What follows belongs to an exercise in optimizing a design on an open flow for small area; a production flow would make more cautious choices.
Where RTL was checked, it was by simulation tests only, not by an equivalence proof against the original.
For run 4, only the layout was checked, not whether the RTL still works.
In runs 3 to 6 the design's own scripts or RTL, not TritonCTS, make the clock network.
No driver is modelled on the clock port, so clock power and skew are understated where the tree is cut down; a real chip needs a root buffer or a tree.
Power is estimated from default activity; no workload was simulated.

==> flow/constraint.sdc <==
create_clock -name core_clock -period 10.0 [get_ports {clk}]
set_input_delay 2.0000 -clock core_clock [delete_from_list [all_inputs] [get_ports {clk}]]
set_output_delay 2.0000 -clock core_clock [all_outputs]
set_load 0.01 [all_outputs]
==> flow/flow/run.sh <==
#!/bin/bash
# Own layout flow. Synthesis is the standard synthesis with two changes to
# the combinational mapping only: ripple-carry adders (lcu_ripple.v) and an
# area-oriented ABC script. Layout is the standard ORFS flow with buf_1 port
# buffers and CTS without dummy loads. Each tool's output goes to its own log.
set -euo pipefail
W=$PWD
rm -rf "$W/synscripts"
cp -r "$FLOW_HOME/scripts" "$W/synscripts"
cp "$W/flow/abc_area.script" "$W/synscripts/abc_speed.script"
bash standard.sh SCRIPTS_DIR="$W/synscripts" \
  "SYNTH_OPERATIONS_ARGS=-extra-map $W/flow/lcu_ripple.v" \
  synth > "$W/synth.log" 2>&1
bash standard.sh \
  'BUFFER_PORTS_ARGS=-buffer_cell sky130_fd_sc_hd__buf_1' \
  'CTS_ARGS=-sink_clustering_enable -repair_clock_nets -buf_list sky130_fd_sc_hd__clkbuf_8 -dont_use_dummy_load' \
  finish > "$W/layout.log" 2>&1
==> flow/config.mk <==
export PLATFORM = sky130hd
export DESIGN_NAME = drvAd56x3
export DESIGN_NICKNAME = drvAd56x3
export VERILOG_FILES = /design/flow/design.v
export SDC_FILE = /design/flow/constraint.sdc
export NUM_CORES = 4
export LEC_CHECK = 0
export CAP_MARGIN = 0
export CORE_MARGIN = 2
export CORE_UTILIZATION = 40
export SLEW_MARGIN = 0
==> flow/design.v <==
module drvAd56x3_parm
    (input  logic                 clk,
     input  logic                 reset,
     input  logic         [2 : 0] avsAdr,
     input  logic                 avsWr,
     input  logic        [15 : 0] avsWrData,
     input  logic                 avsRd,
     output logic        [15 : 0] avsRdData,
     output logic                 genSel,
     output logic                 chSwap,
     output logic        [15 : 0] ceDivider,
     output logic        [15 : 0] incrRate0,
     output logic        [15 : 0] incrRate1);
    localparam logic [15 : 0] DEFAULT_CE_DIVIDER = 16'd125;
    localparam logic [15 : 0] DEFAULT_INCR_RATE0 = 16'h0001;
    localparam logic [15 : 0] DEFAULT_INCR_RATE1 = 16'hFFFF;
    logic       init;      
    logic [5:1] wrSel;     
    logic [5:1] keep;      
    logic [15 : 0] nIncrRate0, nIncrRate1;  
    assign init = reset | (avsWr & (avsAdr == 3'd0) & avsWrData[0]);
    always_comb
        for (int a = 1; a <= 5; a++) begin
            wrSel[a] = ~reset & avsWr & (avsAdr == 3'(a));
            keep[a]  = ~init & ~wrSel[a];
        end
    always_ff @(posedge clk) begin
        genSel    <= (wrSel[1] & avsWrData[0]) | (keep[1] & genSel);
        chSwap    <= (wrSel[2] & avsWrData[0]) | (keep[2] & chSwap);
        ceDivider <= ({16{wrSel[3]}} & avsWrData) | ({16{keep[3]}} & ceDivider) |
                     ({16{init}} & DEFAULT_CE_DIVIDER);
        nIncrRate0 <= ({16{wrSel[4]}} & ~avsWrData) | ({16{keep[4]}} & nIncrRate0) |
                      ({16{init}} & ~DEFAULT_INCR_RATE0);
        nIncrRate1 <= ({16{wrSel[5]}} & ~avsWrData) | ({16{keep[5]}} & nIncrRate1) |
                      ({16{init}} & ~DEFAULT_INCR_RATE1);
    end
    assign incrRate0 = ~nIncrRate0;
    assign incrRate1 = ~nIncrRate1;
    always_ff @(posedge clk, posedge reset)
    if (reset)
        avsRdData <= '0;
    else if (avsRd)
        case (avsAdr)
            3'd1: avsRdData <= {15'd0, genSel};
            3'd2: avsRdData <= {15'd0, chSwap};
            3'd3: avsRdData <= ceDivider;
            3'd4: avsRdData <= incrRate0;
            3'd5: avsRdData <= incrRate1;
            default: avsRdData <= '0;
        endcase
endmodule
module drvAd56x3_gen
   #(parameter DATA_WIDTH = 14)
    (input  logic                           clk,
     input  logic                           reset,
     input  logic                  [15 : 0] ceDivider,
     input  logic                  [15 : 0] incrRate0,
     input  logic                  [15 : 0] incrRate1,
     input  logic                           genRdy,    
     output logic                           genValid,
     output logic          [DATA_WIDTH-1 : 0] genData0,
     output logic          [DATA_WIDTH-1 : 0] genData1);
    logic [15 : 0] cntP1;
    logic          cntEnd;
    logic [DATA_WIDTH-1 : 0] step0, step1;
    assign cntEnd   = (cntP1 == ceDivider);
    assign genValid = genRdy & cntEnd;
    assign step0    = incrRate0[DATA_WIDTH-1 : 0] & {DATA_WIDTH{genValid}};
    assign step1    = incrRate1[DATA_WIDTH-1 : 0] & {DATA_WIDTH{genValid}};
    always_ff @(posedge clk, posedge reset)
    if (reset) begin
        genData0 <= '0;
        genData1 <= '0;
    end else begin
        genData0 <= genData0 + step0;
        genData1 <= genData1 + step1;
    end
    always_ff @(posedge clk)
    if (reset | genValid)
        cntP1 <= 16'd1;
    else
        cntP1 <= cntP1 + {15'd0, ~cntEnd};
endmodule
module drvAd56x3_core
   #(parameter DATA_WIDTH = 14)
    (input  logic                    clk,
     input  logic                    reset,
     input  logic                    coreValid0,
     input  logic [DATA_WIDTH-1 : 0] coreData0,
     input  logic                    coreValid1,
     input  logic [DATA_WIDTH-1 : 0] coreData1,
     output logic                    coreRdy,
     output logic                    dacSync,
     output logic                    dacSclk,
     output logic                    dacDin);
    logic [5 : 0] phase;
    logic [4 : 0] bitCnt;
    logic         sclkSync;
    logic         channel;    
    logic         startData;
    logic         waitEnd;    
    logic [DATA_WIDTH-1 : 0] dataReg, dataBReg;
    logic         bitSel;
    assign bitCnt   = phase[5 : 1];
    assign sclkSync = phase[0];
    assign dacSclk  = ~sclkSync;
    assign dacSync  = bitCnt[4] & bitCnt[3];
    assign waitEnd  = (phase == 6'd57);
    assign coreRdy  = (bitCnt == 5'd28) & ~channel & ~startData;
    always_ff @(posedge clk, posedge reset)
    if (reset)
        phase <= 6'd48;
    else if (waitEnd)
        phase <= (channel | startData) ? 6'd0 : 6'd56;
    else
        phase <= phase + 1'd1;
    always_ff @(posedge clk) begin
        channel   <= ~reset & (channel ^ (phase == 6'd47));
        startData <= ~reset & ((coreValid0 & coreRdy) | (startData & ~sclkSync));
        dataBReg  <= ({DATA_WIDTH{~reset & coreValid1}} & coreData1) |
                     ({DATA_WIDTH{~reset & ~coreValid1}} & dataBReg);
    end
    logic loadA, loadB, shift;
    assign loadA = coreValid0 & coreRdy;
    assign loadB = waitEnd & channel;
    assign shift = sclkSync & ((bitCnt[4:3] == 2'b01) | ((bitCnt[4:3] == 2'b10) & (bitCnt[2:0] < 3'd5)));
    always_ff @(posedge clk)
        dataReg <= ({DATA_WIDTH{loadA}} & coreData0) | ({DATA_WIDTH{loadB}} & dataBReg) |
                   ({DATA_WIDTH{shift}} & {dataReg[DATA_WIDTH-2 : 0], 1'b0}) |
                   ({DATA_WIDTH{~loadA & ~loadB & ~shift}} & dataReg);
    always_comb
    begin
        if (bitCnt[4:3] == 2'b00)
            bitSel = channel & bitCnt[1] & bitCnt[0];
        else if (bitCnt[4:3] == 2'b01 || (bitCnt[4:3] == 2'b10 && bitCnt[2:0] < 3'd6))
            bitSel = dataReg[DATA_WIDTH-1];
        else
            bitSel = 1'b0;
    end
    assign dacDin = bitSel;
endmodule
module drvAd56x3
   #( parameter SIGN_A = "UNSIGNED",  
                SIGN_B = "UNSIGNED",
                DATA_WIDTH    = 14,   
                SCLK_DIVIDER  = 2,    
                SYNC_DURATION = 5)    
    (input logic                     clk,
     input logic                     reset,
     input  logic            [2 : 0] avsAdr,
     input  logic                    avsWr,
     input  logic           [15 : 0] avsWrData,
     input  logic                    avsRd,
     output logic           [15 : 0] avsRdData,
     input  logic                    asiValid0,
     input  logic [DATA_WIDTH-1 : 0] asiData0,
     output logic                    asiRdy0,
     input  logic                    asiValid1,
     input  logic [DATA_WIDTH-1 : 0] asiData1,
     output logic                    asiRdy1,
     output logic                    dacSync,
     output logic                    dacSclk,
     output logic                    dacDin);
    localparam logic XOR_A = (SIGN_A == "SIGNED") ? 1'b1 : 1'b0;
    localparam logic XOR_B = (SIGN_B == "SIGNED") ? 1'b1 : 1'b0;
    logic          genSel;
    logic          chSwap;
    logic [15 : 0] ceDivider;
    logic [15 : 0] incrRate0;
    logic [15 : 0] incrRate1;
    logic                    genValid;
    logic [DATA_WIDTH-1 : 0] genData0, genData1;
    logic                    chValid0, chValid1;
    logic [DATA_WIDTH-1 : 0] chData0, chData1;
    logic                    coreValid0, coreValid1;
    logic [DATA_WIDTH-1 : 0] coreData0, coreData1;
    logic                    coreRdy;
    drvAd56x3_parm
    drvAd56x3_parmInst
         (.clk      (clk      ),
          .reset    (reset    ),
          .avsAdr   (avsAdr   ),
          .avsWr    (avsWr    ),
          .avsWrData(avsWrData),
          .avsRd    (avsRd    ),
          .avsRdData(avsRdData),
          .genSel   (genSel   ),
          .chSwap   (chSwap   ),
          .ceDivider(ceDivider),
          .incrRate0(incrRate0),
          .incrRate1(incrRate1));
    drvAd56x3_gen
        #(.DATA_WIDTH(DATA_WIDTH))
    drvAd56x3_genInst
         (.clk      (clk      ),
          .reset    (reset    ),
          .ceDivider(ceDivider),
          .incrRate0(incrRate0),
          .incrRate1(incrRate1),
          .genRdy   (genSel & coreRdy),
          .genValid (genValid ),
          .genData0 (genData0 ),
          .genData1 (genData1 ));
    drvAd56x3_core
        #(.DATA_WIDTH(DATA_WIDTH))
    drvAd56x3_coreInst
        (.clk       (clk       ),
         .reset     (reset     ),
         .coreValid0(coreValid0),
         .coreData0 (coreData0 ),
         .coreValid1(coreValid1),
         .coreData1 (coreData1 ),
         .coreRdy   (coreRdy   ),
         .dacSync   (dacSync   ),
         .dacSclk   (dacSclk   ),
         .dacDin    (dacDin    ));
    assign chValid0 = (genSel) ? genValid : asiValid0;
    assign chData0  = (genSel) ? genData0 : asiData0;
    assign chValid1 = (genSel) ? genValid : asiValid1;
    assign chData1  = (genSel) ? genData1 : asiData1;
    assign coreValid0 = (chSwap) ? chValid1 : chValid0;
    assign coreData0  = ((chSwap) ? chData1 : chData0) ^ {XOR_A, {DATA_WIDTH-1{1'b0}}};
    assign coreValid1 = (chSwap) ? chValid0 : chValid1;
    assign coreData1  = ((chSwap) ? chData0 : chData1) ^ {XOR_B, {DATA_WIDTH-1{1'b0}}};
    assign asiRdy0 = ~genSel & coreRdy;
    assign asiRdy1 = ~genSel & coreRdy;
endmodule
==> flow/flow/abc_area.script <==
strash
ifraig
dc2
dch -f
amap -m -F 4 -A 8
topo
==> flow/standard.sh <==
#!/bin/bash
# synth_recipe.tcl (not shown) runs the flow's synth.tcl, then flattens the netlist and writes it again
# the make line also repeats each setting of config.mk as NAME=value (left out here)
make -C /OpenROAD-flow-scripts/flow DESIGN_CONFIG=/design/flow/config.mk WORK_HOME=/design/flow/orfs CLKGATE_MAP_FILE= SYNTH_SCRIPT=/design/flow/synth_recipe.tcl "${@:-finish}"
==> flow/flow/lcu_ripple.v <==
// ripple-carry lookahead unit: the carries of $alu are built as a chain
(* techmap_celltype = "$lcu" *)
module _80_lcu_ripple (P, G, CI, CO);
	parameter WIDTH = 2;
	(* force_downto *)
	input [WIDTH-1:0] P, G;
	input CI;
	(* force_downto *)
	output [WIDTH-1:0] CO;
	genvar i;
	generate
		for (i = 0; i < WIDTH; i = i + 1) begin : chain
			if (i == 0)
				assign CO[i] = G[i] | (P[i] & CI);
			else
				assign CO[i] = G[i] | (P[i] & CO[i-1]);
		end
	endgenerate
endmodule
==> impl_metrics.yaml, run 1 <==
power_and_ir_drop:
  p_leak_nw: 2.970
  power_w: 0.001035
  irDropWorstVdd_uv: 83.80
  power_density_mw_per_mm2: 142.6
setup_path:
  cp_data_required_time_ns: 10.32
  critical_path.endpoint_type: "register"
  cpMostUsedCell: "fa_1"
  crit_path_top_delay_cell: "clkinv_1"
  r2r_cells: 22
  cp_num_cells: 22
  worst-path-max-fanout: 44
  crit_type: "register to register"
  arrival_ns: 8.12
  crit_chain: "buf_4 > clkinv_1 > nor3_1 > clkinv_1 > nor2_1 > ha_1 > fa_1 > fa_1 > fa_1 > fa_1 > fa_1 > fa_1 > fa_1 > fa_1 > fa_1 > fa_1 > fa_1 > fa_1 > nor2_1 > a21oi_1 > nor2_1 > a21oi_1"
  path_delay_family: "adder cells"
  startpoint_type: "register"
  path_buf_inv: 3
  crit_path_max_incr_delay_ns: 0.66
sta:
  final.setup_skew_ns: 0.02853
  post-route-period-util_pct: 78.07
  tns_ns: 0
  min_period_ns: 7.807
  max_slew.worst_pin.slew_ns: 1.120
  final_hold_viol_count: 0
  fmax_mhz: 128.1
  setup_slack_ns: 2.193
  drv_slew: 0
  setup_viol: 0
  grt_setup_unrepaired: "no"
  relSlewSlack_pct: 24.86
yosys:
  synthXorXnorAreaFrac_pct: 0.4123
  syn-instance-count: 619
  yosys-top-cells-area: "dfxtp_1, dfrtp_1, fa_1"
  synth.most_common_cell: "dfxtp_1"
  synth_top_family_by_area: "compound AO/OA/AOI/OAI gates"
  synth_ff_type: "dfxtp_1"
  yosysSeqAreaShare_pct: 49.83
  synth_compound_area_share_pct: 24.23
  synth_mux_area_share_pct: 0
  synth_area_mm2: 0.006372
  synth_top_cell_area_share_pct: 30.16
  netlist_top_cells_count: "dfxtp_1, clkinv_1, o22ai_1, nor2_1, dfrtp_1"
  avgSynthCellArea_um2: 10.29
  yosys.area_share.adder_pct: 11.86
  async_reset_ff_share_pct: 34.25
  synth_edf_count: 0
  synth-seq-cells: 146
  syn-num-nets: 718
  synth_top_cell_by_area: "dfxtp_1"
  ys_warn_count: 3
  synth.distinct_cells: 35
  synthSimpleGateAreaFrac_pct: 9.130
detailed_routing:
  drt-total-wl_um: 16970
  vias_per_cell: 5.691
  via_count: 5338
  dr.pass1.iters: 6
  post-route-drc-count: 0
  ant_nets: 0
  wire_per_inst_um: 18.09
  drtIter0Drc: 524
clocking:
  cts_sinks: 146
  cts_hold_buf: 0
  cts_setup_buffers: 0
  cts_tree: "yes"
  clk_latency_ns: 0.46
  clk_path_buf_depth: 2
  h-tree-depth: 4
  cts-root-buf: "clkbuf_8"
  numCtsBuffers: 17
  clk_pin_slew_ns: 0.07
  cts-resized-gates: 0
grt:
  track_usage_pct: 20.92
  antenna_found_initial: 0
  grt_max_degree: 81
  grt_pass1_vias: 5170
  grt_pass1_wl_um: 27030
  grt-ovfl-total: 0
worst_hold_path:
  holdCritPathClass: "register to register"
  min_path_cells: 2
layout:
  antennaDiodeCount: 0
  drive_gt1_share_pct: 5.125
  areaGrowthSynthToFinish_pct: 13.98
  fin_nets: 823
  fill_cells: 1538
floorplan:
  rows: 46
  fp.dieArea_mm2: 0.01696
  fp.dieH_um: 130.2
  io_pins: 74
  design.core.area_mm2: 0.01571
  start_util_pct: 40.56
  die_w_um: 130.2
placement:
  place_ws_ns: 2.137
  portBuffers: 73
  gp_congestion: 0.8914
  dpl.hpwl_um: 12020
status:
  status: "finished clean"
job:
  maxCapViolations: 0
-- layout make-up --
type,instances,area (µm²),area share (%)
sequential,146,3176,43.72
multi-input combinational,397,2923,40.24
timing repair buffer,87,379.1,5.220
inverter,75,281.5,3.876
tap,216,270.3,3.721
clock buffer,17,234.0,3.221
-- placed cells by master, fill, tap and decap left out, drive strengths merged, types with 3 or more instances in the layout --
cell    count
nand4       4
ha         22
a21oi      31
o221ai     17
a222oi     29
o22ai      62
dfxtp      96
nor2       56
o21ai      36
clkinv     74
clkbuf     17
nor3       10
a32o       24
nand2      38
dfrtp      48
a221o       5
fa         24
buf        87
and3       14
nand3       3
-- through the flow --
| stage | instance area (µm²) | cells | utilization [%] | hold WS, ns |
|---|---|---|---|---|
| 2_1_floorplan | 6372 | 619 | - | 0.4411 |
| 3_3_place_gp | 7029 | 921 | 44.74 | 0.4510 |
| 3_5_place_dp | 7029 | 921 | 44.74 | 0.4586 |
| 4_1_cts | 7263 | 938 | 46.23 | 0.4703 |
| 5_1_grt | 7263 | 938 | 46.23 | 0.4827 |
| 6_report | 7263 | 938 | 46.23 | 0.4681 |
-- layer usage --
layer | GRT usage (%) | routed length [µm] | up-vias
li1 | - | - | 2559
met1 | 28.12 | 7566 | 2567
met2 | 33.57 | 8049 | 190
met3 | 4.428 | 1043 | 22
met4 | 7.464 | 312 | 0
met5 | 0 | 0 | -
-- cells by family after synthesis --
kind of cell    Yosys count
compound gates          215
fa+ha+maj                46
flops                   146
buf+inv                  76
xor+xnor                  3
simple gates            133
-- path summary, 6_finish.rpt --
path                                                        from                                      endpoint  slack (ns)
max                            drvAd56x3_parmInst.genSel$_DFF_P_      drvAd56x3_genInst.genData1[13]$_DFF_PP0_        2.19
min                        drvAd56x3_coreInst.dataReg[0]$_DFF_P_         drvAd56x3_coreInst.dataReg[0]$_DFF_P_        0.47
max reg2reg                    drvAd56x3_parmInst.genSel$_DFF_P_      drvAd56x3_genInst.genData1[13]$_DFF_PP0_        2.19
min reg2reg                drvAd56x3_coreInst.dataReg[0]$_DFF_P_         drvAd56x3_coreInst.dataReg[0]$_DFF_P_        0.47
max in group asynchronous                                  reset  drvAd56x3_parmInst.avsRdData[10]$_DFFE_PP0P_        7.38
min in group asynchronous                                  reset   drvAd56x3_parmInst.avsRdData[3]$_DFFE_PP0P_        2.02
-- state kept, by name, summed over array words and instances (netlist names) --
| register | count |
|---|---|
| drvAd56x3_parmInst.avsRdData | 16 |
| drvAd56x3_coreInst.dataReg | 14 |
| drvAd56x3_parmInst.ceDivider | 16 |
| drvAd56x3_coreInst.phase | 6 |
| drvAd56x3_parmInst.nIncrRate0 | 16 |
| drvAd56x3_coreInst.channel | 1 |
| drvAd56x3_parmInst.genSel | 1 |
| drvAd56x3_genInst.genData1 | 14 |
| drvAd56x3_coreInst.dataBReg | 14 |
| drvAd56x3_coreInst.startData | 1 |
| drvAd56x3_genInst.genData0 | 14 |
| drvAd56x3_genInst.cntP1 | 16 |
| drvAd56x3_parmInst.nIncrRate1 | 16 |
| drvAd56x3_parmInst.chSwap | 1 |
-- worst min-delay path: stages (launching register included) --
cell and delay (ns):
dfxtp_1 0.32, clkinv_1 0.04, o21ai_0 0.06
-- power breakdown --
group | total [W] | internal [W] | switching, W
Combinational | 0.0000848 | 0.0000306 | 0.0000542
Clock | 0.000340 | 0.000150 | 0.000191
Sequential | 0.000610 | 0.000600 | 0.0000101
==> run 2, diff against run 1 <==
--- a/flow/design.v
+++ b/flow/design.v
@@ -97,7 +97,7 @@
     logic [4 : 0] bitCnt;
     logic         sclkSync;
     logic         channel;    
-    logic         startData;
+    logic         hsA;        
     logic         waitEnd;    
     logic [DATA_WIDTH-1 : 0] dataReg, dataBReg;
     logic         bitSel;
@@ -106,22 +106,26 @@
     assign dacSclk  = ~sclkSync;
     assign dacSync  = bitCnt[4] & bitCnt[3];
     assign waitEnd  = (phase == 6'd57);
-    assign coreRdy  = (bitCnt == 5'd28) & ~channel & ~startData;
+    assign coreRdy  = (bitCnt == 5'd28) & ~channel;
+    assign hsA      = coreValid0 & coreRdy;
     always_ff @(posedge clk, posedge reset)
     if (reset)
         phase <= 6'd48;
     else if (waitEnd)
-        phase <= (channel | startData) ? 6'd0 : 6'd56;
+        phase <= channel ? 6'd0 : (hsA ? 6'd58 : 6'd56);
+    else if (phase == 6'd59)
+        phase <= 6'd0;
+    else if ((phase == 6'd56) & hsA)
+        phase <= 6'd59;
     else
         phase <= phase + 1'd1;
     always_ff @(posedge clk) begin
         channel   <= ~reset & (channel ^ (phase == 6'd47));
-        startData <= ~reset & ((coreValid0 & coreRdy) | (startData & ~sclkSync));
         dataBReg  <= ({DATA_WIDTH{~reset & coreValid1}} & coreData1) |
                      ({DATA_WIDTH{~reset & ~coreValid1}} & dataBReg);
     end
     logic loadA, loadB, shift;
-    assign loadA = coreValid0 & coreRdy;
+    assign loadA = hsA;
     assign loadB = waitEnd & channel;
     assign shift = sclkSync & ((bitCnt[4:3] == 2'b01) | ((bitCnt[4:3] == 2'b10) & (bitCnt[2:0] < 3'd5)));
     always_ff @(posedge clk)
==> impl_metrics.yaml, run 2 <==
detailed_routing:
  dr.pass1.iters: 7
  drtIter0Drc: 537
  post-route-drc-count: 0
  vias_per_cell: 5.763
  via_count: 5371
  wire_per_inst_um: 18.58
  ant_nets: 0
  drt-total-wl_um: 17320
setup_path:
  crit_type: "register to register"
  startpoint_type: "register"
  worstReg2RegStart: "drvAd56x3_parmInst.genSel$_DFF_P_"
  critical_path.endpoint_type: "register"
  r2r_end: "drvAd56x3_genInst.genData0[13]$_DFF_PP0_"
  cp_data_required_time_ns: 10.38
  r2r_cells: 21
  cpMostUsedCell: "fa_1"
  arrival_ns: 7.73
  crit_chain: "buf_4 > clkinv_1 > nor3_1 > clkinv_1 > buf_4 > nor2_1 > fa_1 > fa_1 > fa_1 > fa_1 > fa_1 > fa_1 > fa_1 > fa_1 > fa_1 > fa_1 > fa_1 > fa_1 > a21oi_1 > nor2_1 > a21oi_1"
  worst-path-max-fanout: 41
  crit_path_max_incr_delay_ns: 0.47
  reg2reg_slack_ns: 2.65
  crit_path_top_delay_cell: "clkinv_1"
grt:
  grt_max_degree: 68
  grt-ovfl-total: 0
  antenna_found_initial: 0
  track_usage_pct: 21.65
  grt_pass1_wl_um: 27780
  grt_pass1_vias: 5371
floorplan:
  start_util_pct: 40.48
  fp.dieArea_mm2: 0.01692
  fp.dieH_um: 130.1
  design.core.area_mm2: 0.01571
  io_pins: 74
  rows: 46
  die_w_um: 130.1
sta:
  drv_slew: 0
  setup_viol: 0
  max_slew.worst_pin.slew_ns: 1.090
  relSlewSlack_pct: 26.79
  final.setup_skew_ns: 0.03076
  min_period_ns: 7.354
  tns_ns: 0
  post-route-period-util_pct: 73.54
  fmax_mhz: 136.0
  final_hold_viol_count: 0
  grt_setup_unrepaired: "no"
layout:
  areaGrowthSynthToFinish_pct: 13.50
  antennaDiodeCount: 0
  fin_nets: 818
  fin_util_pct: 45.94
  final_cell_count_no_fill: 932
  drive_gt1_share_pct: 4.469
  final_common_cell: "dfxtp_1"
  most-common-layout-cells: "dfxtp_1, clkinv_1, buf_1, o22ai_1, nor2_1"
yosys:
  async_reset_ff_share_pct: 34.48
  synth_top_cell_area_share_pct: 29.90
  yosysSeqAreaShare_pct: 49.62
  synth_top_cell_by_area: "dfxtp_1"
  avgSynthCellArea_um2: 10.32
  synth.distinct_cells: 33
  synth_edf_count: 0
  syn-num-nets: 716
  synth_area_mm2: 0.006360
  ys_warn_count: 3
  yosys-top-cells-area: "dfxtp_1, dfrtp_1, fa_1"
  synth_ff_type: "dfxtp_1"
  syn-instance-count: 616
  synth-seq-cells: 145
  netlist_top_cells_count: "dfxtp_1, clkinv_1, o22ai_1, nor2_1, dfrtp_1"
  synth.most_common_cell: "dfxtp_1"
placement:
  portBuffers: 73
  dpl.hpwl_um: 12410
  dp_cells: 915
  gp_congestion: 0.8544
status:
  status: "finished clean"
clocking:
  cts-resized-gates: 0
  h-tree-depth: 4
  clk_latency_ns: 0.46
  cts_hold_buf: 0
  cts-root-buf: "clkbuf_8"
  clk_pin_slew_ns: 0.08
  clk_path_buf_depth: 2
  numCtsBuffers: 17
  cts_setup_buffers: 0
  cts_sinks: 145
  cts_tree: "yes"
worst_hold_path:
  holdCritPathClass: "register to register"
  hold_path_end: "drvAd56x3_coreInst.dataBReg[6]$_DFF_P_"
  hp-start: "drvAd56x3_coreInst.dataBReg[6]$_DFF_P_"
  min_path_cells: 2
power_and_ir_drop:
  p_leak_nw: 2.975
  power_density_mw_per_mm2: 159.0
  irDropWorstVdd_uv: 83.89
job:
  maxCapViolations: 0
-- run 2: kinds of logic after synthesis --
group / after synthesis / share of synthesized area, %
buf+inv: 81 / 4.840
flops: 145 / 49.62
compound gates: 214 / 24.32
fa+ha+maj: 47 / 12.08
xor+xnor: 5 / 0.6887
simple gates: 124 / 8.459
-- run 2: through the flow --
step	instance area [µm²]	power [W]	hold slack [ns]	worst slack, ns
after detailed placement	6984	0.0008194	0.4527	2.623
after floorplan	6360	0.0007609	0.4327	2.745
after global routing	7218	0.001203	0.4818	2.233
after global placement	6984	0.0008105	0.4484	2.738
after CTS	7218	0.001153	0.4609	2.603
final	7218	0.001148	0.4617	2.646
-- run 2: critical path: cells and delay by family (launching register included) --
family          cells  cell delay [ns]
compound gates      2             0.31
fa+ha+maj          12             5.13
buf+inv             4             1.19
flops               1             0.30
simple gates        3             0.35
-- run 2: final cells by class --
cell class / count / area [µm²]
Multi-Input combinational cell: 390 / 2902
Clock buffer: 17 / 234.0
Timing Repair Buffer: 84 / 356.6
Inverter: 80 / 300.3
Fill cell: 1502 / 8494
Sequential cell: 145 / 3156
Tap cell: 216 / 270.3
-- run 2: worst max path at each step --
stage / to / slack [ns] / startpoint
6_report: drvAd56x3_genInst.genData0[13]$_DFF_PP0_ / 2.65 / drvAd56x3_parmInst.genSel$_DFF_P_
3_5_place_dp: drvAd56x3_genInst.genData0[13]$_DFF_PP0_ / 2.62 / drvAd56x3_parmInst.genSel$_DFF_P_
5_1_grt: drvAd56x3_genInst.genData0[13]$_DFF_PP0_ / 2.23 / drvAd56x3_parmInst.genSel$_DFF_P_
4_1_cts: drvAd56x3_genInst.genData0[13]$_DFF_PP0_ / 2.60 / drvAd56x3_parmInst.genSel$_DFF_P_
2_1_floorplan: drvAd56x3_genInst.genData1[13]$_DFF_PP0_ / 2.74 / drvAd56x3_parmInst.genSel$_DFF_P_
3_3_place_gp: drvAd56x3_genInst.genData0[13]$_DFF_PP0_ / 2.74 / drvAd56x3_parmInst.genSel$_DFF_P_
-- run 2: layer usage --
layer  global-route usage [%]  up-vias  wire length (µm)
met5                        0        -                 0
met4                    7.464        0               398
met3                    4.756       38               880
met2                    35.60      196              8225
met1                    28.40     2600              7810
li1                         -     2537                 -
-- run 2: report_power, final --
group / switching [W] / total [W] / internal [W]
Combinational: 0.0000948 / 0.000152 / 0.0000576
Clock: 0.000190 / 0.000339 / 0.000150
Sequential: 0.0000300 / 0.000656 / 0.000626
==> run 3, diff against run 2 <==
==> flow/flow/run.sh (replaced) <==
#!/bin/bash
# Own layout flow. Synthesis is the standard synthesis with two changes to
# the combinational mapping only: ripple-carry adders (lcu_ripple.v) and an
# area-oriented ABC script. Layout is the standard ORFS flow with buf_1 port
# buffers and, in place of TritonCTS, a two-level clock tree (mycts.tcl): one
# root buffer driving ten leaf buffers, each driving one cluster of flip-flops.
# Each tool's output goes to its own log file.
set -euo pipefail
W=$PWD
rm -rf "$W/synscripts"
cp -r "$FLOW_HOME/scripts" "$W/synscripts"
cp "$W/flow/abc_area.script" "$W/synscripts/abc_speed.script"
python3 - "$W/synscripts/cts.tcl" "$W/flow/mycts.tcl" <<'PY'
import sys
p, tree = sys.argv[1], sys.argv[2]
s = open(p).read()
old = "log_cmd clock_tree_synthesis {*}$cts_args\n"
assert old in s
s = s.replace(old, "source %s\nmy_clock_tree 10 sky130_fd_sc_hd__clkbuf_8 sky130_fd_sc_hd__clkbuf_8\n" % tree)
open(p, "w").write(s)
PY
bash standard.sh SCRIPTS_DIR="$W/synscripts" \
  "SYNTH_OPERATIONS_ARGS=-extra-map $W/flow/lcu_ripple.v" \
  synth > "$W/synth.log" 2>&1
bash standard.sh SCRIPTS_DIR="$W/synscripts" \
  'BUFFER_PORTS_ARGS=-buffer_cell sky130_fd_sc_hd__buf_1' \
  finish > "$W/layout.log" 2>&1
==> flow/flow/mycts.tcl (new file) <==
# Build a two-level clock tree: clk -> one root buffer -> K leaf buffers, each
# driving one cluster of flip-flops (clusters by k-means on the pin locations).
proc my_clock_tree {K rootCell leafCell} {
  set block [ord::get_db_block]
  set db [ord::get_db]
  set clkNet [$block findNet clk]
  set sinks {}
  foreach it [$clkNet getITerms] {
    if {[$it isInputSignal]} { lappend sinks $it }
  }
  set n [llength $sinks]
  set xs {}; set ys {}
  foreach it $sinks {
    set bb [[$it getInst] getBBox]
    lappend xs [expr {([$bb xMin] + [$bb xMax]) / 2.0}]
    lappend ys [expr {([$bb yMin] + [$bb yMax]) / 2.0}]
  }
  # initial centres: spread along sorted x order
  set order [lsort -indices -real $xs]
  set cx {}; set cy {}
  for {set k 0} {$k < $K} {incr k} {
    set i [lindex $order [expr {int(($k + 0.5) * $n / $K)}]]
    lappend cx [lindex $xs $i]; lappend cy [lindex $ys $i]
  }
  set cap [expr {int(ceil(double($n) / $K)) + 2}]
  for {set iter 0} {$iter < 30} {incr iter} {
    # balanced assignment: greedy by distance with a size cap
    set pairs {}
    for {set i 0} {$i < $n} {incr i} {
      for {set k 0} {$k < $K} {incr k} {
        set d [expr {abs([lindex $xs $i] - [lindex $cx $k]) + abs([lindex $ys $i] - [lindex $cy $k])}]
        lappend pairs [list $d $i $k]
      }
    }
    set pairs [lsort -real -index 0 $pairs]
    set asg [lrepeat $n -1]; set cnt [lrepeat $K 0]
    foreach p $pairs {
      lassign $p d i k
      if {[lindex $asg $i] >= 0 || [lindex $cnt $k] >= $cap} continue
      lset asg $i $k; lset cnt $k [expr {[lindex $cnt $k] + 1}]
    }
    set sx [lrepeat $K 0.0]; set sy [lrepeat $K 0.0]
    for {set i 0} {$i < $n} {incr i} {
      set k [lindex $asg $i]
      lset sx $k [expr {[lindex $sx $k] + [lindex $xs $i]}]
      lset sy $k [expr {[lindex $sy $k] + [lindex $ys $i]}]
    }
    for {set k 0} {$k < $K} {incr k} {
      if {[lindex $cnt $k] > 0} {
        lset cx $k [expr {[lindex $sx $k] / [lindex $cnt $k]}]
        lset cy $k [expr {[lindex $sy $k] / [lindex $cnt $k]}]
      }
    }
  }
  set rootM [$db findMaster $rootCell]
  set leafM [$db findMaster $leafCell]
  set rootNet [odb::dbNet_create $block clknet_root]
  $rootNet setSigType CLOCK
  set root [odb::dbInst_create $block $rootM clkbuf_root]
  set mx 0.0; set my 0.0
  for {set k 0} {$k < $K} {incr k} { set mx [expr {$mx + [lindex $cx $k] / $K}]; set my [expr {$my + [lindex $cy $k] / $K}] }
  $root setLocation [expr {int($mx)}] [expr {int($my)}]
  $root setPlacementStatus PLACED
  [$root findITerm A] connect $clkNet
  [$root findITerm X] connect $rootNet
  for {set k 0} {$k < $K} {incr k} {
    set net [odb::dbNet_create $block clknet_leaf_$k]
    $net setSigType CLOCK
    set b [odb::dbInst_create $block $leafM clkbuf_leaf_$k]
    $b setLocation [expr {int([lindex $cx $k])}] [expr {int([lindex $cy $k])}]
    $b setPlacementStatus PLACED
    [$b findITerm A] connect $rootNet
    [$b findITerm X] connect $net
    for {set i 0} {$i < $n} {incr i} {
      if {[lindex $asg $i] == $k} {
        set it [lindex $sinks $i]
        $it disconnect
        $it connect $net
      }
    }
  }
  puts "my_clock_tree: $n sinks, $K leaves, sizes [lsort -integer $cnt]"
  set_propagated_clock [all_clocks]
}
==> impl_metrics.yaml, run 3 <==
clocking:
  clk_latency_ns: 0.43
  cts_setup_buffers: 0
  cts_hold_buf: 0
  clk_pin_slew_ns: 0.11
  cts-resized-gates: 0
layout:
  final_common_cell: "dfxtp_1"
  final_cell_count_no_fill: 926
  antennaDiodeCount: 0
  drive_gt1_share_pct: 3.662
  seq_area_mm2: 0.003156
  most-common-layout-cells: "dfxtp_1, clkinv_1, buf_1, o22ai_1, nor2_1"
  multi_input_area_mm2: 0.002902
  fill_cells: 1513
  fin_nets: 812
  areaGrowthSynthToFinish_pct: 12.20
  fin_util_pct: 45.41
setup_path:
  cpMostUsedCell: "fa_1"
  reg2reg_slack_ns: 2.62
  crit_type: "register to register"
  worst-path-max-fanout: 41
  crit_path_max_incr_delay_ns: 0.46
  path_delay_family: "adder cells"
  arrival_ns: 7.74
  crit_chain: "buf_4 > clkinv_1 > nor3_1 > clkinv_1 > buf_4 > nor2_1 > fa_1 > fa_1 > fa_1 > fa_1 > fa_1 > fa_1 > fa_1 > fa_1 > fa_1 > fa_1 > fa_1 > fa_1 > a21oi_1 > nor2_1 > a21oi_1"
  crit_path_top_delay_cell: "clkinv_1"
  startpoint_type: "register"
  cp_data_required_time_ns: 10.35
  path_buf_inv: 4
  critical_path.endpoint_type: "register"
detailed_routing:
  post-route-drc-count: 0
  vias_per_cell: 5.788
  ant_nets: 0
  via_count: 5360
  wire_per_inst_um: 18.62
  drtIter0Drc: 491
  dr.pass1.iters: 6
  drt-total-wl_um: 17240
yosys:
  synth_ff_type: "dfxtp_1"
  ys_warn_count: 3
  yosys-top-cells-area: "dfxtp_1, dfrtp_1, fa_1"
  avgSynthCellArea_um2: 10.32
  synth_area_mm2: 0.006360
  synth-seq-cells: 145
  syn-num-nets: 716
  synth_top_cell_area_share_pct: 29.90
  synth.distinct_cells: 33
  syn-instance-count: 616
  synth_top_cell_by_area: "dfxtp_1"
  synth.most_common_cell: "dfxtp_1"
  netlist_top_cells_count: "dfxtp_1, clkinv_1, o22ai_1, nor2_1, dfrtp_1"
  yosysSeqAreaShare_pct: 49.62
  async_reset_ff_share_pct: 34.48
  synth_edf_count: 0
placement:
  dp_cells: 915
  gp_congestion: 0.8544
  dpl.hpwl_um: 12410
  portBuffers: 73
power_and_ir_drop:
  irDropWorstVdd_uv: 83.21
  p_leak_nw: 2.932
  power_w: 0.001088
  power_density_mw_per_mm2: 152.5
floorplan:
  fp.dieArea_mm2: 0.01692
  start_util_pct: 40.48
  fp.dieH_um: 130.1
  io_pins: 74
  design.core.area_mm2: 0.01571
  rows: 46
  die_w_um: 130.1
sta:
  post-route-period-util_pct: 73.83
  final_hold_viol_count: 0
  drv_slew: 0
  relSlewSlack_pct: 29.06
  fmax_mhz: 135.4
  holdWs_ns: 0.4670
  setup_viol: 0
  min_period_ns: 7.383
  grt_setup_unrepaired: "no"
  final.setup_skew_ns: 0.03764
  max_slew.worst_pin.slew_ns: 1.056
  tns_ns: 0
grt:
  grt-ovfl-total: 0
  grt_pass1_vias: 5333
  grt_pass1_wl_um: 27590
  grt_max_degree: 68
  track_usage_pct: 20.50
  antenna_found_initial: 0
status:
  status: "finished clean"
worst_hold_path:
  holdCritPathClass: "register to register"
job:
  maxCapViolations: 0
==> run 3: cell counts after synthesis <==
Identical to the previous run, type by type.
==> run 3: area by class of cell <==
class / count / area share [%]
plain buffers: 11 / 2.122
inverters: 80 / 4.208
multi-input cells: 390 / 40.66
flip-flops and latches: 145 / 44.22
well taps: 216 / 3.787
repair buffers: 84 / 4.997
==> run 3: power by group <==
group / switching (W) / internal [W]
Sequential: 0.0000301 / 0.000626
Clock: 0.000181 / 0.0000990
Combinational: 0.0000946 / 0.0000575
Total: 0.000306 / 0.000782
==> run 3: stage by stage <==
| step | setup WS, ns | instance area (µm²) |
|---|---|---|
| 6_report | 2.617 | 7136 |
| 5_1_grt | 2.195 | 7136 |
| 4_1_cts | 2.569 | 7136 |
| 3_5_place_dp | 2.623 | 6984 |
| 3_3_place_gp | 2.738 | 6984 |
| 2_1_floorplan | 2.745 | 6360 |
==> run 3: per-layer routing <==
metal,global-route usage (%),part of all wire [%]
met3,1.763,5.6
met2,35.26,47
met4,4.997,2.4
met5,0,0
met1,28.19,45
==> run 3: worst paths after layout <==
path                                                                      to  cells after the start                               startpoint
max in group asynchronous       drvAd56x3_parmInst.avsRdData[12]$_DFFE_PP0P_                      3                                    reset
worst max-delay path                drvAd56x3_genInst.genData0[13]$_DFF_PP0_                     21        drvAd56x3_parmInst.genSel$_DFF_P_
min in group asynchronous              drvAd56x3_coreInst.phase[3]$_DFF_PP0_                      2                                    reset
worst min-delay path                 drvAd56x3_coreInst.dataBReg[13]$_DFF_P_                      2  drvAd56x3_coreInst.dataBReg[13]$_DFF_P_
worst min register to register       drvAd56x3_coreInst.dataBReg[13]$_DFF_P_                      2  drvAd56x3_coreInst.dataBReg[13]$_DFF_P_
worst max register to register      drvAd56x3_genInst.genData0[13]$_DFF_PP0_                     21        drvAd56x3_parmInst.genSel$_DFF_P_
==> run 3: kinds of logic after synthesis <==
kind of cell             Yosys count  synth area share, %
XOR/XNOR                           5               0.6887
AO/OA/AOI/OAI                    214                24.32
buffers and inverters             81                4.840
flip-flops                       145                49.62
adder cells (fa/ha/maj)           47                12.08
AND/OR/NAND/NOR                  124                8.459
==> run 3: worst reg2reg max path, cell delays in order, from the launching register on <==
cell      delay (ns)
dfxtp_1         0.32
buf_4           0.22
clkinv_1        0.48
nor3_1          0.19
clkinv_1        0.13
buf_4           0.38
nor2_1          0.10
fa_1            0.40
fa_1            0.44
fa_1            0.43
fa_1            0.43
fa_1            0.44
fa_1            0.43
fa_1            0.43
fa_1            0.43
fa_1            0.43
fa_1            0.43
fa_1            0.43
fa_1            0.42
a21oi_1         0.19
nor2_1          0.06
a21oi_1         0.12
==> run 4, diff against run 3 <==
--- a/flow/design.v
+++ b/flow/design.v
@@ -85,10 +85,11 @@
    #(parameter DATA_WIDTH = 14)
     (input  logic                    clk,
      input  logic                    reset,
-     input  logic                    coreValid0,
-     input  logic [DATA_WIDTH-1 : 0] coreData0,
-     input  logic                    coreValid1,
-     input  logic [DATA_WIDTH-1 : 0] coreData1,
+     input  logic                    chSwap,    
+     input  logic                    chValid0,
+     input  logic [DATA_WIDTH-1 : 0] chData0,
+     input  logic                    chValid1,
+     input  logic [DATA_WIDTH-1 : 0] chData1,
      output logic                    coreRdy,
      output logic                    dacSync,
      output logic                    dacSclk,
@@ -101,6 +102,9 @@
     logic         waitEnd;    
     logic [DATA_WIDTH-1 : 0] dataReg, dataBReg;
     logic         bitSel;
+    logic         coreValid0, coreValid1;
+    assign coreValid0 = chSwap ? chValid1 : chValid0;
+    assign coreValid1 = chSwap ? chValid0 : chValid1;
     assign bitCnt   = phase[5 : 1];
     assign sclkSync = phase[0];
     assign dacSclk  = ~sclkSync;
@@ -121,7 +125,8 @@
         phase <= phase + 1'd1;
     always_ff @(posedge clk) begin
         channel   <= ~reset & (channel ^ (phase == 6'd47));
-        dataBReg  <= ({DATA_WIDTH{~reset & coreValid1}} & coreData1) |
+        dataBReg  <= ({DATA_WIDTH{~reset & coreValid1 & chSwap}} & chData0) |
+                     ({DATA_WIDTH{~reset & coreValid1 & ~chSwap}} & chData1) |
                      ({DATA_WIDTH{~reset & ~coreValid1}} & dataBReg);
     end
     logic loadA, loadB, shift;
@@ -129,7 +134,8 @@
     assign loadB = waitEnd & channel;
     assign shift = sclkSync & ((bitCnt[4:3] == 2'b01) | ((bitCnt[4:3] == 2'b10) & (bitCnt[2:0] < 3'd5)));
     always_ff @(posedge clk)
-        dataReg <= ({DATA_WIDTH{loadA}} & coreData0) | ({DATA_WIDTH{loadB}} & dataBReg) |
+        dataReg <= ({DATA_WIDTH{loadA & ~chSwap}} & chData0) |
+                   ({DATA_WIDTH{loadA & chSwap}} & chData1) | ({DATA_WIDTH{loadB}} & dataBReg) |
                    ({DATA_WIDTH{shift}} & {dataReg[DATA_WIDTH-2 : 0], 1'b0}) |
                    ({DATA_WIDTH{~loadA & ~loadB & ~shift}} & dataReg);
     always_comb
@@ -176,8 +182,6 @@
     logic [DATA_WIDTH-1 : 0] genData0, genData1;
     logic                    chValid0, chValid1;
     logic [DATA_WIDTH-1 : 0] chData0, chData1;
-    logic                    coreValid0, coreValid1;
-    logic [DATA_WIDTH-1 : 0] coreData0, coreData1;
     logic                    coreRdy;
     drvAd56x3_parm
     drvAd56x3_parmInst
@@ -210,22 +214,21 @@
     drvAd56x3_coreInst
         (.clk       (clk       ),
          .reset     (reset     ),
-         .coreValid0(coreValid0),
-         .coreData0 (coreData0 ),
-         .coreValid1(coreValid1),
-         .coreData1 (coreData1 ),
+         .chSwap    (chSwap    ),
+         .chValid0  (chValid0  ),
+         .chData0   (chData0   ),
+         .chValid1  (chValid1  ),
+         .chData1   (chData1   ),
          .coreRdy   (coreRdy   ),
          .dacSync   (dacSync   ),
          .dacSclk   (dacSclk   ),
          .dacDin    (dacDin    ));
     assign chValid0 = (genSel) ? genValid : asiValid0;
-    assign chData0  = (genSel) ? genData0 : asiData0;
+    assign chData0  = ((genSel) ? genData0 : asiData0) ^
+                      {((chSwap) ? XOR_B : XOR_A), {DATA_WIDTH-1{1'b0}}};
     assign chValid1 = (genSel) ? genValid : asiValid1;
-    assign chData1  = (genSel) ? genData1 : asiData1;
-    assign coreValid0 = (chSwap) ? chValid1 : chValid0;
-    assign coreData0  = ((chSwap) ? chData1 : chData0) ^ {XOR_A, {DATA_WIDTH-1{1'b0}}};
-    assign coreValid1 = (chSwap) ? chValid0 : chValid1;
-    assign coreData1  = ((chSwap) ? chData0 : chData1) ^ {XOR_B, {DATA_WIDTH-1{1'b0}}};
+    assign chData1  = ((genSel) ? genData1 : asiData1) ^
+                      {((chSwap) ? XOR_A : XOR_B), {DATA_WIDTH-1{1'b0}}};
     assign asiRdy0 = ~genSel & coreRdy;
     assign asiRdy1 = ~genSel & coreRdy;
 endmodule
==> impl_metrics.yaml, run 4 <==
layout:
  most-common-layout-cells: "dfxtp_1, clkinv_1, buf_1, nor2_1, dfrtp_1"
  drive_gt1_share_pct: 4.448
  antennaDiodeCount: 0
  fill_cells: 1477
  areaGrowthSynthToFinish_pct: 12.66
  fin_nets: 799
  final_common_cell: "dfxtp_1"
detailed_routing:
  drt-total-wl_um: 17430
  wire_per_inst_um: 19.20
  drtIter0Drc: 492
  dr.pass1.iters: 7
  via_count: 5323
  ant_nets: 0
  post-route-drc-count: 0
  vias_per_cell: 5.862
setup_path:
  worst-path-max-fanout: 42
  cp_data_required_time_ns: 10.34
  crit_path_top_delay_cell: "clkinv_1"
  cpMostUsedCell: "fa_1"
  startpoint_type: "register"
  r2r_end: "drvAd56x3_genInst.genData0[13]$_DFF_PP0_"
  r2r_cells: 23
  critical_path.endpoint_type: "register"
  crit_chain: "clkinv_1 > o21ai_0 > nor4_1 > nand4_1 > nor3_1 > clkinv_1 > nor2_1 > ha_1 > fa_1 > fa_1 > fa_1 > fa_1 > fa_1 > fa_1 > fa_1 > fa_1 > fa_1 > fa_1 > fa_1 > fa_1 > a21oi_1 > nor2_1 > a21oi_1"
  worstReg2RegStart: "drvAd56x3_parmInst.ceDivider[0]$_DFF_P_"
  arrival_ns: 7.84
  reg2reg_slack_ns: 2.50
  crit_path_max_incr_delay_ns: 0.60
  crit_type: "register to register"
grt:
  track_usage_pct: 20.54
  grt_pass1_wl_um: 27690
  antenna_found_initial: 0
  grt-ovfl-total: 0
  grt_max_degree: 69
  grt_pass1_vias: 5205
yosys:
  yosysSeqAreaShare_pct: 49.82
  yosys-top-cells-area: "dfxtp_1, dfrtp_1, fa_1"
  synth.distinct_cells: 34
  synth_top_cell_by_area: "dfxtp_1"
  netlist_top_cells_count: "dfxtp_1, clkinv_1, nor2_1, dfrtp_1, a222oi_1"
  synth_ff_type: "dfxtp_1"
  synth-seq-cells: 145
  syn-instance-count: 600
  syn-num-nets: 700
  synth_edf_count: 0
  avgSynthCellArea_um2: 10.56
  synth_top_cell_area_share_pct: 30.03
  synth.most_common_cell: "dfxtp_1"
  synth_area_mm2: 0.006334
  async_reset_ff_share_pct: 34.48
  ys_warn_count: 3
floorplan:
  die_w_um: 129.8
  io_pins: 74
  start_util_pct: 41.36
  fp.dieH_um: 129.8
  design.core.area_mm2: 0.01531
  fp.dieArea_mm2: 0.01686
  rows: 45
sta:
  final.setup_skew_ns: 0.03557
  tns_ns: 0
  drv_slew: 0
  grt_setup_unrepaired: "no"
  final_hold_viol_count: 0
  post-route-period-util_pct: 74.96
  fmax_mhz: 133.4
  max_slew.worst_pin.slew_ns: 1.215
  setup_viol: 0
  min_period_ns: 7.496
  relSlewSlack_pct: 18.72
placement:
  portBuffers: 73
  gp_congestion: 0.8444
  dpl.hpwl_um: 12340
worst_hold_path:
  hold_path_end: "drvAd56x3_coreInst.dataReg[10]$_DFF_P_"
  min_path_cells: 2
  hp-start: "drvAd56x3_coreInst.dataReg[9]$_DFF_P_"
  holdCritPathClass: "register to register"
status:
  status: "finished clean"
power_and_ir_drop:
  power_w: 0.0009649
  power_density_mw_per_mm2: 135.2
  p_leak_nw: 2.981
  irDropWorstVdd_uv: 66.90
clocking:
  cts_setup_buffers: 0
  cts-resized-gates: 0
  clk_pin_slew_ns: 0.10
  cts_hold_buf: 0
  clk_latency_ns: 0.44
job:
  maxCapViolations: 0
run 4: cell type report:
type / instances / area [µm²] / area share, %
well taps: 211 / 264.0 / 3.700
flip-flops and latches: 145 / 3156 / 44.22
plain buffers: 11 / 151.4 / 2.122
inverters: 75 / 281.5 / 3.945
repair buffers: 87 / 379.1 / 5.313
multi-input cells: 379 / 2904 / 40.70
run 4: cells by family after synthesis:
| group | share of synthesized area (%) |
|---|---|
| flip-flops | 49.82 |
| AND/OR/NAND/NOR | 9.186 |
| XOR/XNOR | 0.5532 |
| buffers and inverters | 4.563 |
| AO/OA/AOI/OAI | 23.75 |
| adder cells (fa/ha/maj) | 12.13 |
run 4: metal layers:
metal	global-route usage [%]	routed length, µm
met5	0	0
met1	29.58	7791
met4	6.009	519
met2	32.49	7933
met3	2.829	1186
run 4: how the worst max path moves through the flow:
stage	slack, ns	cells past startpoint	start	end
after detailed placement	2.43	24	drvAd56x3_parmInst.ceDivider[0]$_DFF_P_	drvAd56x3_genInst.genData1[13]$_DFF_PP0_
after global placement	2.50	24	drvAd56x3_parmInst.ceDivider[0]$_DFF_P_	drvAd56x3_genInst.genData1[13]$_DFF_PP0_
after floorplan	2.72	21	drvAd56x3_parmInst.genSel$_DFF_P_	drvAd56x3_genInst.genData1[13]$_DFF_PP0_
after CTS	2.38	23	drvAd56x3_parmInst.ceDivider[0]$_DFF_P_	drvAd56x3_genInst.genData0[13]$_DFF_PP0_
after global routing	1.89	23	drvAd56x3_parmInst.ceDivider[0]$_DFF_P_	drvAd56x3_genInst.genData0[13]$_DFF_PP0_
final	2.50	23	drvAd56x3_parmInst.ceDivider[0]$_DFF_P_	drvAd56x3_genInst.genData0[13]$_DFF_PP0_
run 4: where the power goes:
part / leakage, nW / switching [W] / internal (W)
Combinational: 1.45 / 0.0000498 / 0.0000285
Clock: 0.0791 / 0.000183 / 0.0000989
Sequential: 1.45 / 0.00000959 / 0.000595
Total: 2.98 / 0.000242 / 0.000723
run 4: critical path, delay by kind of cell (launching register included):
| family | cells | cell delay [ns] |
|---|---|---|
| AO/OA/AOI/OAI | 3 | 0.54 |
| adder cells (fa/ha/maj) | 13 | 5.34 |
| buffers and inverters | 2 | 0.70 |
| AND/OR/NAND/NOR | 5 | 0.49 |
| flip-flops | 1 | 0.33 |
run 4: stage by stage:
step | utilization [%] | hold WS (ns) | setup slack [ns] | cells | instance area [µm²]
2_1_floorplan | - | 0.4359 | 2.719 | 600 | 6334
3_3_place_gp | 45.60 | 0.4565 | 2.496 | 897 | 6984
3_5_place_dp | 45.60 | 0.4602 | 2.426 | 897 | 6984
4_1_cts | 46.59 | 0.4702 | 2.381 | 908 | 7136
5_1_grt | 46.59 | 0.4922 | 1.891 | 908 | 7136
6_report | 46.59 | 0.4747 | 2.504 | 908 | 7136
==> run 5, diff against run 4 <==
--- a/flow/design.v
+++ b/flow/design.v
@@ -36,18 +36,17 @@
     end
     assign incrRate0 = ~nIncrRate0;
     assign incrRate1 = ~nIncrRate1;
+    logic [5:1] rdSel;     
+    always_comb
+        for (int a = 1; a <= 5; a++)
+            rdSel[a] = avsRd & (avsAdr == 3'(a));
     always_ff @(posedge clk, posedge reset)
     if (reset)
         avsRdData <= '0;
-    else if (avsRd)
-        case (avsAdr)
-            3'd1: avsRdData <= {15'd0, genSel};
-            3'd2: avsRdData <= {15'd0, chSwap};
-            3'd3: avsRdData <= ceDivider;
-            3'd4: avsRdData <= incrRate0;
-            3'd5: avsRdData <= incrRate1;
-            default: avsRdData <= '0;
-        endcase
+    else
+        avsRdData <= {15'd0, (rdSel[1] & genSel) | (rdSel[2] & chSwap)} |
+                     ({16{rdSel[3]}} & ceDivider) | ({16{rdSel[4]}} & incrRate0) |
+                     ({16{rdSel[5]}} & incrRate1) | ({16{~avsRd}} & avsRdData);
 endmodule
 module drvAd56x3_gen
    #(parameter DATA_WIDTH = 14)
--- a/flow/config.mk
+++ b/flow/config.mk
@@ -5,7 +5,8 @@
 export SDC_FILE = /design/flow/constraint.sdc
 export NUM_CORES = 4
 export LEC_CHECK = 0
-export CAP_MARGIN = 0
+export CAP_MARGIN = 20
 export CORE_MARGIN = 2
 export CORE_UTILIZATION = 40
-export SLEW_MARGIN = 0
+export GPL_TIMING_DRIVEN = 0
+export SLEW_MARGIN = 20
==> impl_metrics.yaml, run 5 <==
sta:
  grt_setup_unrepaired: "no"
  final_hold_viol_count: 0
  final.setup_skew_ns: 0.02643
  max_slew.worst_pin.slew_ns: 0.9784
  setup_viol: 0
  drv_slew: 0
  relSlewSlack_pct: 34.53
  min_period_ns: 8.032
  fmax_mhz: 124.5
  post-route-period-util_pct: 80.32
  tns_ns: 0
detailed_routing:
  dr.pass1.iters: 7
  wire_per_inst_um: 19.41
  drt-total-wl_um: 17330
  vias_per_cell: 5.785
  drtIter0Drc: 610
  post-route-drc-count: 0
  via_count: 5166
  ant_nets: 0
layout:
  antennaDiodeCount: 0
  most-common-layout-cells: "dfxtp_1, clkinv_1, buf_1, nor2_1, dfrtp_1"
  multi_input_area_mm2: 0.002880
  final_area_mm2: 0.007094
  fin_nets: 784
  fill_cells: 1423
  drive_gt1_share_pct: 4.692
  seq_area_mm2: 0.003157
  final_common_cell: "dfxtp_1"
  areaGrowthSynthToFinish_pct: 12.90
yosys:
  yosysSeqAreaShare_pct: 50.22
  syn-instance-count: 591
  avgSynthCellArea_um2: 10.63
  synth_top_family_by_area: "compound AO/OA/AOI/OAI gates"
  netlist_top_cells_count: "dfxtp_1, clkinv_1, nor2_1, dfrtp_1, a222oi_1"
  yosys.area_share.adder_pct: 12.23
  async_reset_ff_share_pct: 34.48
  synth.distinct_cells: 36
  synth_top_cell_by_area: "dfxtp_1"
  syn-num-nets: 691
  synth_edf_count: 0
  synth_area_mm2: 0.006284
  synthXorXnorAreaFrac_pct: 0.1394
  synthSimpleGateAreaFrac_pct: 8.801
  synth_ff_type: "dfxtp_1"
  yosys-top-cells-area: "dfxtp_1, dfrtp_1, fa_1"
  synth.most_common_cell: "dfxtp_1"
  synth_compound_area_share_pct: 24.01
  synth_mux_area_share_pct: 0
  synth-seq-cells: 145
  ys_warn_count: 3
  synth_top_cell_area_share_pct: 30.27
grt:
  track_usage_pct: 20.64
  grt-ovfl-total: 0
  grt_pass1_wl_um: 27610
  grt_pass1_vias: 5115
  antenna_found_initial: 0
  grt_max_degree: 68
floorplan:
  fp.dieArea_mm2: 0.01673
  rows: 45
  fp.dieH_um: 129.3
  die_w_um: 129.3
  design.core.area_mm2: 0.01526
  start_util_pct: 41.18
  io_pins: 74
placement:
  placed_area_mm2: 0.006942
  portBuffers: 73
  gp_congestion: 0.8173
  dpl.hpwl_um: 12430
power_and_ir_drop:
  p_leak_nw: 2.946
  power_density_mw_per_mm2: 135.4
  irDropWorstVdd_uv: 76.14
setup_path:
  worst-path-max-fanout: 32
  reg2reg_slack_ns: 1.97
  startpoint_type: "register"
  worstReg2RegStart: "drvAd56x3_parmInst.genSel$_DFF_P_"
  r2r_cells: 21
  cp_data_required_time_ns: 10.33
  arrival_ns: 8.37
  critical_path.endpoint_type: "register"
  r2r_end: "drvAd56x3_genInst.genData0[13]$_DFF_PP0_"
  crit_type: "register to register"
worst_hold_path:
  hp-start: "drvAd56x3_parmInst.nIncrRate1[15]$_DFF_P_"
  hold_path_end: "drvAd56x3_parmInst.nIncrRate1[15]$_DFF_P_"
  min_path_cells: 2
  holdCritPathClass: "register to register"
clocking:
  cts-resized-gates: 0
  cts_setup_buffers: 0
  cts_hold_buf: 0
  clk_pin_slew_ns: 0.10
  clk_latency_ns: 0.43
job:
  maxCapViolations: 0
status:
  status: "finished clean"
[run 5: changes by cell type in the layout (fill, tap and decap cells not counted), sizes merged, moves of 2 or more]
cell	change
a21oi	-5
a221o	-2
buf	-6
nand2	-6
nand3	+5
nand4	-3
nor3	-6
o211ai	+5
o221ai	-3
xnor2	-2
[run 5: cells by family after synthesis]
group	Yosys count
simple gates	127
flops	145
buf+inv	76
xor+xnor	1
fa+ha+maj	47
compound gates	195
[run 5: worst max-delay path by stage]
stage,slack [ns],depth (start not counted),from,to
after floorplan,2.72,20,drvAd56x3_parmInst.genSel$_DFF_P_,drvAd56x3_genInst.genData0[13]$_DFF_PP0_
after detailed placement,1.72,21,drvAd56x3_parmInst.genSel$_DFF_P_,drvAd56x3_genInst.genData0[13]$_DFF_PP0_
final,1.97,21,drvAd56x3_parmInst.genSel$_DFF_P_,drvAd56x3_genInst.genData0[13]$_DFF_PP0_
after global placement,1.59,6,reset,drvAd56x3_parmInst.nIncrRate1[0]$_DFF_P_
after global routing,1.46,21,drvAd56x3_parmInst.genSel$_DFF_P_,drvAd56x3_genInst.genData0[13]$_DFF_PP0_
after CTS,1.68,21,drvAd56x3_parmInst.genSel$_DFF_P_,drvAd56x3_genInst.genData0[13]$_DFF_PP0_
[run 5: cell type report]
cell class,instances,share of cell area [%]
Buffer,12,2.240
Timing Repair Buffer,80,4.903
Multi-Input combinational cell,370,40.60
Inverter,75,4.039
Tap cell,211,3.721
Sequential cell,145,44.50
[run 5: metal layers]
layer	global-route usage, %	wire length, µm
met1	29.52	7901
met2	33.62	7974
met3	1.941	941
met4	5.882	515
met5	0	0
[run 5: worst max-delay path, stage by stage (launching register included)]
cell and delay [ns]:
dfxtp_2 0.52, clkinv_1 0.62, nor3_1 0.33, clkinv_1 0.44, buf_16 0.22, nor2_1 0.06
ha_1 0.19, fa_1 0.41, fa_1 0.43, fa_1 0.43, fa_1 0.43, fa_1 0.43
fa_1 0.43, fa_1 0.42, fa_1 0.43, fa_1 0.43, fa_1 0.44, fa_1 0.44
fa_1 0.42, a21oi_1 0.20, nor2_1 0.07, a21oi_1 0.13
[run 5: per-stage QoR]
stage,worst slack (ns),utilization (%),hold WS (ns),power (W),instances
final,1.968,46.49,0.4798,0.0009604,893
after global routing,1.456,46.49,0.5014,0.0009968,893
after CTS,1.679,46.49,0.4836,0.0009680,893
after detailed placement,1.720,45.49,0.4677,0.0006941,882
after global placement,1.590,44.71,0.4546,0.0006905,875
after floorplan,2.724,-,0.4378,0.0006586,591
[run 5: power by group]
group,internal (W),switching (W),total (W)
clock,0.0000988,0.000180,0.000279
sequential,0.000595,0.0000116,0.000607
combinational,0.0000270,0.0000477,0.0000747
==> run 6, diff against run 5 <==
--- a/flow/flow/run.sh
+++ b/flow/flow/run.sh
@@ -3,7 +3,7 @@
 # the combinational mapping only: ripple-carry adders (lcu_ripple.v) and an
 # area-oriented ABC script. Layout is the standard ORFS flow with buf_1 port
 # buffers and, in place of TritonCTS, a two-level clock tree (mycts.tcl): one
-# root buffer driving ten leaf buffers, each driving one cluster of flip-flops.
+# root buffer driving 9 leaf buffers, each driving one cluster of flip-flops.
 # Each tool's output goes to its own log file.
 set -euo pipefail
 W=$PWD
@@ -16,7 +16,7 @@
 s = open(p).read()
 old = "log_cmd clock_tree_synthesis {*}$cts_args\n"
 assert old in s
-s = s.replace(old, "source %s\nmy_clock_tree 10 sky130_fd_sc_hd__clkbuf_8 sky130_fd_sc_hd__clkbuf_8\n" % tree)
+s = s.replace(old, "source %s\nmy_clock_tree 9 sky130_fd_sc_hd__clkbuf_8 sky130_fd_sc_hd__clkbuf_8\n" % tree)
 open(p, "w").write(s)
 PY
 bash standard.sh SCRIPTS_DIR="$W/synscripts" \
==> flow/flow/abc_area.script (replaced) <==
strash
ifraig
dc2
&get -n
&dc2
&syn2
&dch -f
&put
dch -f
amap -m -F 4 -A 8
topo
--- a/flow/flow/mycts.tcl
+++ b/flow/flow/mycts.tcl
@@ -22,7 +22,7 @@
     set i [lindex $order [expr {int(($k + 0.5) * $n / $K)}]]
     lappend cx [lindex $xs $i]; lappend cy [lindex $ys $i]
   }
-  set cap [expr {int(ceil(double($n) / $K)) + 2}]
+  set cap [expr {int(ceil(double($n) / $K)) + 1}]
   for {set iter 0} {$iter < 30} {incr iter} {
     # balanced assignment: greedy by distance with a size cap
     set pairs {}
==> impl_metrics.yaml, run 6 <==
power_and_ir_drop:
  power_density_mw_per_mm2: 134.3
  power_w: 0.0009457
  irDropWorstVdd_uv: 95.88
  p_leak_nw: 2.832
yosys:
  synth_edf_count: 0
  synth_top_cell_by_area: "dfxtp_1"
  async_reset_ff_share_pct: 34.48
  avgSynthCellArea_um2: 10.76
  synth_ff_type: "dfxtp_1"
  syn-num-nets: 682
  syn-instance-count: 582
  yosys-top-cells-area: "dfxtp_1, dfrtp_1, fa_1"
  synth.most_common_cell: "dfxtp_1"
  synth.distinct_cells: 34
  ys_warn_count: 3
  synth-seq-cells: 145
  yosysSeqAreaShare_pct: 50.40
  synth_top_cell_area_share_pct: 30.38
  synth_area_mm2: 0.006261
  netlist_top_cells_count: "dfxtp_1, clkinv_1, nor2_1, dfrtp_1, o221ai_1"
detailed_routing:
  drtIter0Drc: 463
  wire_per_inst_um: 19.38
  post-route-drc-count: 0
  ant_nets: 0
  via_count: 5119
  drt-total-wl_um: 17100
  vias_per_cell: 5.804
  dr.pass1.iters: 8
layout:
  areaGrowthSynthToFinish_pct: 12.45
  final_area_mm2: 0.007041
  final_common_cell: "dfxtp_1"
  most-common-layout-cells: "dfxtp_1, buf_1, clkinv_1, nor2_1, dfrtp_1"
  drive_gt1_share_pct: 4.173
  fin_nets: 773
  antennaDiodeCount: 0
placement:
  dpl.hpwl_um: 12250
  placed_area_mm2: 0.006899
  portBuffers: 73
  gp_congestion: 0.8381
  place_ws_ns: 1.937
floorplan:
  fp.dieArea_mm2: 0.01667
  fp.dieH_um: 129.1
  start_util_pct: 41.03
  die_w_um: 129.1
  rows: 45
  design.core.area_mm2: 0.01526
  io_pins: 74
setup_path:
  worstReg2RegStart: "drvAd56x3_parmInst.genSel$_DFF_P_"
  crit_end: "drvAd56x3_genInst.genData1[13]$_DFF_PP0_"
  worst-path-max-fanout: 33
  crit_type: "register to register"
  r2r_end: "drvAd56x3_genInst.genData1[13]$_DFF_PP0_"
  reg2reg_slack_ns: 2.27
  cp_data_required_time_ns: 10.35
  critical_path.endpoint_type: "register"
  startpoint: "drvAd56x3_parmInst.genSel$_DFF_P_"
  r2r_cells: 20
  arrival_ns: 8.09
  startpoint_type: "register"
sta:
  grt_setup_unrepaired: "no"
  drv_slew: 0
  fmax_mhz: 129.3
  final_hold_viol_count: 0
  post-route-period-util_pct: 77.35
  setup_viol: 0
  setup_slack_ns: 2.265
  holdWs_ns: 0.4619
  relSlewSlack_pct: 28.00
  final.setup_skew_ns: 0.02020
  min_period_ns: 7.735
  tns_ns: 0
  max_slew.worst_pin.slew_ns: 1.076
clocking:
  cts_setup_buffers: 0
  cts_hold_buf: 0
  cts-resized-gates: 0
  clk_latency_ns: 0.42
  clk_pin_slew_ns: 0.11
status:
  status: "finished clean"
grt:
  grt_max_degree: 70
  track_usage_pct: 20.42
  grt_pass1_vias: 5039
  antenna_found_initial: 0
  grt_pass1_wl_um: 27010
  grt-ovfl-total: 0
worst_hold_path:
  holdCritPathClass: "register to register"
job:
  maxCapViolations: 0
run 6: cell types whose count changed after synthesis, sizes merged, moves of 3 or more:
cell    previous run  this run
a21oi             14         7
a221o             10         1
a222oi            34        29
a22o              17         2
a22oi              5         2
clkinv            75        71
nand2             26        34
nor2              64        51
o211ai            13         3
o221ai            18        47
o22ai             28        33
o32ai              3        18
xnor2              0         6
run 6: final cells by class:
class / instances / area [µm²]
inverter: 71 / 271.5
multi-input combinational: 365 / 2859
sequential: 145 / 3157
fill: 1451 / 8218
buffer: 11 / 145.1
tap: 211 / 264.0
timing repair buffer: 79 / 344.1
run 6: routing by layer:
metal / GRT usage [%] / part of all wire, % / wire, µm / up-vias
li1: - / - / - / 2435
met1: 28.07 / 43 / 7329 / 2479
met2: 35.26 / 49 / 8420 / 179
met3: 1.610 / 5.2 / 897 / 26
met4: 4.859 / 2.6 / 448 / 0
met5: 0 / 0 / 0 / -
run 6: kinds of logic (layout without fill, tap and decap cells):
logic type	after synthesis	count (layout)	synth area share, %
buf+inv	72	161	4.377
flops	145	145	50.40
compound gates	189	189	23.46
simple gates	123	123	8.653
xor+xnor	6	6	0.8393
fa+ha+maj	47	47	12.27
run 6: stage by stage:
step                utilization [%]  instances
floorplan                         -        582
global placement              44.56        866
detailed placement            45.22        872
CTS                           46.12        882
global route                  46.14        882
finish                        46.14        882
run 6: report_power, final:
part	switching, W	internal (W)	total (W)	leakage, nW
clock network	0.000175	0.0000904	0.000266	0.0719
registers	0.0000119	0.000595	0.000607	1.44
logic	0.0000465	0.0000261	0.0000726	1.32
total	0.000234	0.000712	0.000946	2.83
run 6: worst min-delay path by stage:
stage                                                    startpoint  slack [ns]  cells after the start                                         end
after floorplan           drvAd56x3_parmInst.nIncrRate0[14]$_DFF_P_        0.43                      1  drvAd56x3_parmInst.avsRdData[14]$_DFF_PP0_
after global placement       drvAd56x3_coreInst.dataBReg[8]$_DFF_P_        0.44                      2      drvAd56x3_coreInst.dataBReg[8]$_DFF_P_
after detailed placement  drvAd56x3_parmInst.nIncrRate0[15]$_DFF_P_        0.45                      1  drvAd56x3_parmInst.avsRdData[15]$_DFF_PP0_
after CTS                 drvAd56x3_parmInst.nIncrRate0[15]$_DFF_P_        0.46                      1  drvAd56x3_parmInst.avsRdData[15]$_DFF_PP0_
after global routing      drvAd56x3_parmInst.nIncrRate0[15]$_DFF_P_        0.50                      1  drvAd56x3_parmInst.avsRdData[15]$_DFF_PP0_
final                     drvAd56x3_parmInst.nIncrRate0[15]$_DFF_P_        0.46                      1  drvAd56x3_parmInst.avsRdData[15]$_DFF_PP0_
run 6: critical path, cell delays in order, from the launching register on:
cell and delay, ns:
dfxtp_2 0.51, clkinv_1 0.63, nor3_1 0.22, clkinv_1 0.43
nor2_1 0.09, ha_1 0.21, fa_1 0.42, fa_1 0.44
fa_1 0.44, fa_1 0.43, fa_1 0.44, fa_1 0.43
fa_1 0.43, fa_1 0.43, fa_1 0.43, fa_1 0.44
fa_1 0.45, fa_1 0.42, o21ai_0 0.21, nand2_1 0.08
o21ai_0 0.07

what the ideal ports hide:
The flow's constraints put no driver on any port. The routed layouts listed below were extracted and timed again, unchanged, in two steps.
Step 1 (the two cells are an assumption about what drives the block):
set clk [get_ports {clk}]
set_driving_cell -lib_cell sky130_fd_sc_hd__clkbuf_16 $clk
set_driving_cell -lib_cell sky130_fd_sc_hd__buf_2 [delete_from_list [all_inputs] $clk]
Step 2, shift: input delay + t, output delay - t, t = (earliest + latest rising clock arrival at the registers) / 2. This alone moves slack from input paths to output paths.
Slacks: ideal ports / drivers / drivers and shift; pairs: ideal ports / drivers.
run	t (ns)	slack for setup (ns)	worst slew at a driven data input, ns
run 1	0.483	2.193 / 2.193 / 2.193	0.04
run 2	0.479	2.646 / 2.646 / 2.646	0.04
run 3	0.447	2.617 / 2.617 / 2.617	0.04
run 4	0.462	2.504 / 2.504 / 2.504	0.04
run 5	0.455	1.968 / 1.968 / 1.968	0.04
run 6	0.448	2.265 / 2.265 / 2.265	0.03
After both steps every run listed still meets setup and hold.
